Background: an optimization exercise with open tools, aiming at small area, a short achievable clock period and few clock cycles per item. Do not read the settings as production practice.
Function was checked by simulation only, so behaviour that the tests miss may differ from the original.
No driver is modelled on the clock port, so clocking that relies on it looks cheaper here than on a real chip.

Setup of main:
## SNN
module SNN(
	clk,
	rst_n,
	in_valid,
	img,
	ker,
	weight,
	out_valid,
	out_data
);
For scale: ~2700 cells after synthesis, ~38 I/O pins.
export LEC_CHECK = 0
export CAP_MARGIN = 40
export CORE_MARGIN = 2
export CORE_UTILIZATION = 40
export CTS_CLUSTER_DIAMETER = 130
export CTS_CLUSTER_SIZE = 24
export SLEW_MARGIN = 60
export SYNTH_HIERARCHICAL = 1
create_clock -name core_clock -period 25.0 [get_ports {clk}]
standard.sh (not shown) runs the stock make flow with config.mk's settings and CLKGATE_MAP_FILE= SYNTH_SCRIPT=/design/flow/synth_recipe.tcl, a recipe that flattens the netlist after the stock synthesis.
==> flow/flow/run.sh <==
#!/bin/bash
set -eo pipefail
cp standard.sh standard_sh.log
export BUFFER_PORTS_ARGS="-buffer_cell sky130_fd_sc_hd__buf_2"
bash standard.sh cts > standard_cts.log 2>&1
ODB=$(ls orfs/results/*/SNN/base/4_cts.odb)
ODB=$ODB openroad -no_init -exit flow/unroot.tcl > unroot.log 2>&1
bash standard.sh finish > standard_finish.log 2>&1
==> flow/flow/unroot.tcl <==
# Drop the clock tree's root buffer: the clock port then drives the first
# level of the tree directly (it has only a few loads there).
set f $::env(ODB)
read_db $f
set block [ord::get_db_block]
set clk_bterm [$block findBTerm clk]
set clk_net [$clk_bterm getNet]
set loads {}
foreach it [$clk_net getITerms] { lappend loads $it }
if {[llength $loads] != 1} { puts "UNROOT: clock port has [llength $loads] loads, left as is"; exit 0 }
set root [[lindex $loads 0] getInst]
set master [[$root getMaster] getName]
if {![string match "sky130_fd_sc_hd__clkbuf_*" $master]} { puts "UNROOT: root is $master, left as is"; exit 0 }
set out_net ""
foreach it [$root getITerms] {
  if {[$it isOutputSignal]} { set out_net [$it getNet] }
}
set moved {}
foreach it [$out_net getITerms] {
  if {[$it getInst] != $root} { lappend moved $it }
}
if {[llength $moved] > 4} { puts "UNROOT: root drives [llength $moved] cells, left as is"; exit 0 }
foreach it $moved {
  $it disconnect
  $it connect $clk_net
}
puts "UNROOT: removed [$root getName] ($master), clock port now drives [llength $moved] cells"
odb::dbInst_destroy $root
odb::dbNet_destroy $out_net
write_db $f
Testbench counts of main, summed over its fixed seeds: cycles 9,984, items 128.
[inputs] the feature branch vs main
-- flow/config.mk --
<<< main, line 10
export CORE_UTILIZATION = 40
export CTS_CLUSTER_DIAMETER = 130
export CTS_CLUSTER_SIZE = 24
export SLEW_MARGIN = 60
>>> the feature branch, line 10
export CORE_UTILIZATION = 40
export CTS_CLUSTER_DIAMETER = 120
export CTS_CLUSTER_SIZE = 20
export SLEW_MARGIN = 60
Notes after the runs:
Summary of the feature branch over main: vias after detailed routing ~0 delta, routed length on met2 essentially unchanged, clock sink total essentially unchanged, post-route cell area up 0.31%. | clock slew seen by the registers of the worst setup and hold paths | main vs the feature branch | ≈ equal |.

---

== oak ==
SNN, a different RTL version from the one above (not shown whole).
Size in the first run: ~38 I/O pins.
## SNN
module SNN(
	clk,
	rst_n,
	in_valid,
	img,
	ker,
	weight,
	out_valid,
	out_data
);
Settings: LEC_CHECK=0, CAP_MARGIN=40, CORE_MARGIN=2, CORE_UTILIZATION=40, CTS_CLUSTER_DIAMETER=120, CTS_CLUSTER_SIZE=20, SLEW_MARGIN=60, SYNTH_HIERARCHICAL=1; clock period 25.0 ns.
Scripts as last shown in full above: flow/flow/run.sh, flow/flow/unroot.tcl
Testbench counts of oak, summed over its fixed seeds: cycles 9,984, items 128.
Changes in pine relative to oak:
- removing CTS_CLUSTER_DIAMETER (formerly 120)
- changing CORE_UTILIZATION from 40 to 65
- removing CTS_CLUSTER_SIZE (formerly 20)
==> flow/flow/run.sh <==
#!/bin/bash
set -o pipefail
cp standard.sh standard_sh.log
export BUFFER_PORTS_ARGS="-buffer_cell sky130_fd_sc_hd__buf_2"
bash standard.sh > standard.log 2>&1
removed: flow/flow/unroot.tcl
==> comparison <==
- pine: all stages complete, timing, DRC and antenna checks passed
- Sort pine and oak by routed via count, ascending, and oak comes first.
- pine vs oak: worst hold slack down in pine
- Higher global-route usage over all layers was reported by pine, not oak.
- Summary of pine over oak: die extent in y now smaller, cell area after layout went up, first-iteration DRC count now sits higher.
### pine -> birch
- a change of CORE_UTILIZATION from 65 to 40
- an added CTS_CLUSTER_SIZE of 22
- an added CTS_CLUSTER_DIAMETER of 100
birch completed end to end with timing, DRC and antenna clean. Diff pine -> birch: number of antenna violations at the first check in global routing went up by 1, final weighted congestion in routability-driven placement shrank by 0.35%, number of register bits inferred by synthesis comparable, worst reg2reg path depth decreased by 3 relative to the old numbers. Diff pine -> birch: post-synthesis to final-layout area growth shrank by 0.37 points, maximum clock frequency grew by 0.36%. dfxtp_2 as the cell with the largest stage delay on the worst path was reported by pine, and dfrtp_1 by birch. Delta(total number of nets in the final design, birch - pine) < 0.
> inputs changed (birch -> maple)
- CTS_CLUSTER_DIAMETER no longer set, was 100
- CTS_CLUSTER_SIZE no longer set, was 22
--- outcome ---
- maple: clock skew 0.015 ns above birch
- Wire length, maple vs birch: up slightly
- Cmp birch and maple / number of search-and-repair iterations in the first detailed-routing pass / lower: birch
- For detailed-routed wire length on met2, birch and maple come out practically identical.
- maple vs birch, clock period minus worst slack went up by 0.0039 ns.
- Global-route usage: lower on birch
- Number of fill cells in maple is 0.33% lower than in birch
- Diff maple..birch | routed wirelength normalized by instance count | negligible
Input-level comparison between cedar and maple:
- CTS_CLUSTER_SIZE: unset -> 26
- CTS_CLUSTER_DIAMETER: unset -> 140
Results
Core util | cedar vs maple | cedar lower. The worst hold slack on cedar is in line with that on maple. Number of nets in the final layout, cedar and maple, higher one = maple. Between cedar and maple, it is cedar whose first-pass GRT wire length is lower, by 0.62%.

[static timing again, ports no longer ideal]
Ports are ideal in the flow. The routed layouts listed here were re-timed in OpenROAD. Step 1 assumes that a clkbuf_16 drives the clock port and a buf_2 every other input. Step 2 times the ports against the registers' clock, not the clock port: input delays grow and output delays shrink by t, the midpoint of the rising clock arrivals with the driver on. a / b / c = no drivers / after step 1 / after step 2; a / b = the first two.
run	t, ns	setup WS [ns]	worst hold slack (ns)	latest minus earliest clock arrival (ns)
main	0.512	19.037 / 18.958 / 19.107	0.321 / 0.321 / 0.321	0.025 / 0.025
the feature branch	0.514	19.030 / 18.955 / 19.139	0.326 / 0.326 / 0.326	0.041 / 0.041
oak	0.522	19.051 / 18.972 / 19.142	0.329 / 0.329 / 0.329	0.037 / 0.037
pine	0.633	18.879 / 18.857 / 18.879	0.323 / 0.323 / 0.323	0.027 / 0.027
birch	0.647	18.900 / 18.839 / 19.173	0.329 / 0.329 / 0.329	0.028 / 0.029
maple	0.643	18.897 / 18.837 / 19.154	0.321 / 0.321 / 0.321	0.041 / 0.041
cedar	0.633	18.895 / 18.833 / 19.157	0.320 / 0.320 / 0.320	0.035 / 0.034
After both steps setup and hold are still met in every run listed.
